Context: an optimization exercise on an open-source flow, tuned for small area. The choices shown serve that exercise and are no tape-out recipe.
Function was checked by simulation only, so behaviour that the tests miss may differ from the original.

==> run A <==
==> flow/design.v (excerpt) <==
module sin_gen #(
  parameter phase_width     = 9,
  parameter data_width      = 16,
  parameter sampling_f      = 4535,    
  parameter clock_cnt_width = 13
)(
  input                        clk,         
  input                        rst,         
  input      [phase_width-1:0] phase_incr,  
  output     [phase_width-1:0] phase_out,
  output     [data_width-1:0]  signal_out,
  output                       fs_out       
);
  reg  [8:0]  phase_cnt;    
  reg         ph_s;
  reg         ph_r;
  reg  [6:0]  ph_i;
  reg  [11:0] c;            
  reg         clock_out;    
  wire term = (c & 12'h27f) == 12'h07f;    
  wire fb   = ~(c[11] ^ c[10]);
  wire [6:0] fold;
  wire [6:0] low_or;
  assign low_or[0] = 1'b0;
  genvar gi;
  generate for (gi = 1; gi < 7; gi = gi + 1) begin : g_fold
    assign low_or[gi] = low_or[gi-1] | phase_cnt[gi-1];
  end endgenerate
  assign fold = phase_cnt[6:0] ^ ({7{phase_cnt[7]}} & low_or);
  always @(posedge clk) begin
    if (rst) begin
      phase_cnt <= 9'd0;
      ph_s      <= 1'b0;
      ph_r      <= 1'b0;
      ph_i      <= 7'd0;
      c         <= 12'h0e5;
      clock_out <= 1'b1;
    end else begin
      ph_s <= phase_cnt[8];
      ph_r <= phase_cnt[7];
      ph_i <= fold;
      if (term) begin
  ...
clock: 10.0 ns
lec_check: 0
abc_area: 1
cap_margin: 20
cell_pad_in_sites_detail_placement: 1
cell_pad_in_sites_global_placement: 2
core_margin: 2
core_utilization: 50
gpl_timing_driven: 1
slew_margin: 20
synth_memory_max_bits: 16384
standard.sh (not shown) runs the stock make flow with config.mk's settings and CLKGATE_MAP_FILE= SYNTH_SCRIPT=/design/flow/synth_recipe.tcl, a recipe that flattens the netlist after the stock synthesis.
==> flow/flow/run.sh <==
#!/bin/bash
set -euo pipefail
W=$PWD
mkdir -p "$W/myscripts"
cp -r "$FLOW_HOME/scripts/." "$W/myscripts/"
cp "$W/flow/abc_area.script" "$W/myscripts/abc_area.script"
bash standard.sh "SCRIPTS_DIR=$W/myscripts" "ADDER_MAP_FILE=" synth > "$W/synth.log" 2>&1
R=$W/orfs/results/$FLOW_PLATFORM/sin_gen/base
python3 "$W/flow/upsize.py" "$R/1_2_yosys.v" > "$W/upsize.log" 2>&1
rm -f "$R/1_synth.odb" "$R/1_synth.sdc"
bash standard.sh "SCRIPTS_DIR=$W/myscripts" "ADDER_MAP_FILE=" synth > "$W/synth2.log" 2>&1
bash standard.sh "BUFFER_PORTS_ARGS=-buffer_cell sky130_fd_sc_hd__buf_1" \
  "CTS_ARGS=-sink_clustering_enable -repair_clock_nets -buf_list sky130_fd_sc_hd__clkbuf_4 -dont_use_dummy_load" \
  finish > "$W/layout.log" 2>&1
==> flow/flow/abc_area.script <==
strash
&get -n
&dch -f
&nf -R 1000
&put
topo
==> flow/flow/upsize.py <==
#!/usr/bin/env python3
"""Give flip-flops that drive a large fanout a stronger drive (dfxtp_1 -> dfxtp_2/4)
in the synthesised netlist, instead of leaving the placer to buffer their nets.
Only the drive strength of a register's cell changes; its type and name stay."""
import re, sys
fn = sys.argv[1]
v = open(fn).read()
insts = re.findall(r'(sky130_fd_sc_hd__\w+)\s+(\\?\S+)\s*\((.*?)\);', v, re.S)
loads = {}
for typ, name, pins in insts:
    for pin, net in re.findall(r'\.(\w+)\(([^()]*)\)', pins):
        if pin not in ('X', 'Y', 'Q', 'Q_N', 'COUT', 'SUM'):
            loads[net.strip()] = loads.get(net.strip(), 0) + 1
out = v
for typ, name, pins in insts:
    if typ != 'sky130_fd_sc_hd__dfxtp_1':
        continue
    q = dict((a, b.strip()) for a, b in re.findall(r'\.(\w+)\(([^()]*)\)', pins))['Q']
    n = loads.get(q, 0)
    new = 'sky130_fd_sc_hd__dfxtp_4' if n > 24 else 'sky130_fd_sc_hd__dfxtp_2' if n > 12 else None
    if new:
        old = '%s %s' % (typ, name)
        assert out.count(old) == 1, old
        out = out.replace(old, '%s %s' % (new, name))
        print('%s: %d loads -> %s' % (name, n, new))
open(fn, 'w').write(out)
==> inputs of run Y, as changes to run A <==
--- a/flow/flow/run.sh
+++ b/flow/flow/run.sh
@@ -10,5 +10,5 @@
 rm -f "$R/1_synth.odb" "$R/1_synth.sdc"
 bash standard.sh "SCRIPTS_DIR=$W/myscripts" "ADDER_MAP_FILE=" synth > "$W/synth2.log" 2>&1
 bash standard.sh "BUFFER_PORTS_ARGS=-buffer_cell sky130_fd_sc_hd__buf_1" \
-  "CTS_ARGS=-sink_clustering_enable -repair_clock_nets -buf_list sky130_fd_sc_hd__clkbuf_4 -dont_use_dummy_load" \
+  "CTS_ARGS=-sink_clustering_enable -sink_clustering_size 16 -sink_clustering_max_diameter 400 -repair_clock_nets -buf_list sky130_fd_sc_hd__clkbuf_4 -dont_use_dummy_load" \
   finish > "$W/layout.log" 2>&1
CORE_UTILIZATION = 40   (was 50)
==> impl_metrics.json <==
{
  "outcome": "aborted with a tool error",
  "stop_stage": "global placement without I/O",
  "first-error": "[ERROR GPL-0301] Utilization 101.172 % exceeds 100%.",
  "rows": 27,
  "syn_nets": 423,
  "synth_most_common_cell": "nand2_1",
  "yosys_warnings": 1,
  "die_h_um": 79.2,
  "die_w_um": 79.2,
  "synth_flop_cell": "dfxtp_1",
  "start_util": 0.517
}
[end of results for run A]
==> impl_metrics.json <==
{
  "synth_most_common_cell": "nand2_1",
  "outcome": "complete, no violations",
  "synth_flop_cell": "dfxtp_1",
  "rows": 30,
  "syn_nets": 423,
  "die_w_um": 88.1,
  "yosys_warnings": 1
}
[end of results for run Y]

what the ideal ports hide:
In the flow no input, the clock included, has a driving cell. The finished layout below was timed again as built, in two steps.
Step 1 assumes that a clkbuf_16 drives the clock port and a buf_2 every other input.
Step 2 adds t to the input delays and takes it off the output delays; t is the mean of the earliest and latest rising clock arrival at the registers after step 1. Input paths then give back, and output paths get back, about the clock's delay inside the block.
Three values: ideal ports, drivers, drivers and shift; two values: the first two.
run: run Y
t, ns: 0.345
setup WS [ns]: 3.671 / 3.647 / 3.992
worst setup path at the end: register to output
After both steps setup and hold are still met in run Y. For run Y, drivers alone change the setup slack by -0.024 ns; drivers and shift together by +0.321 ns.
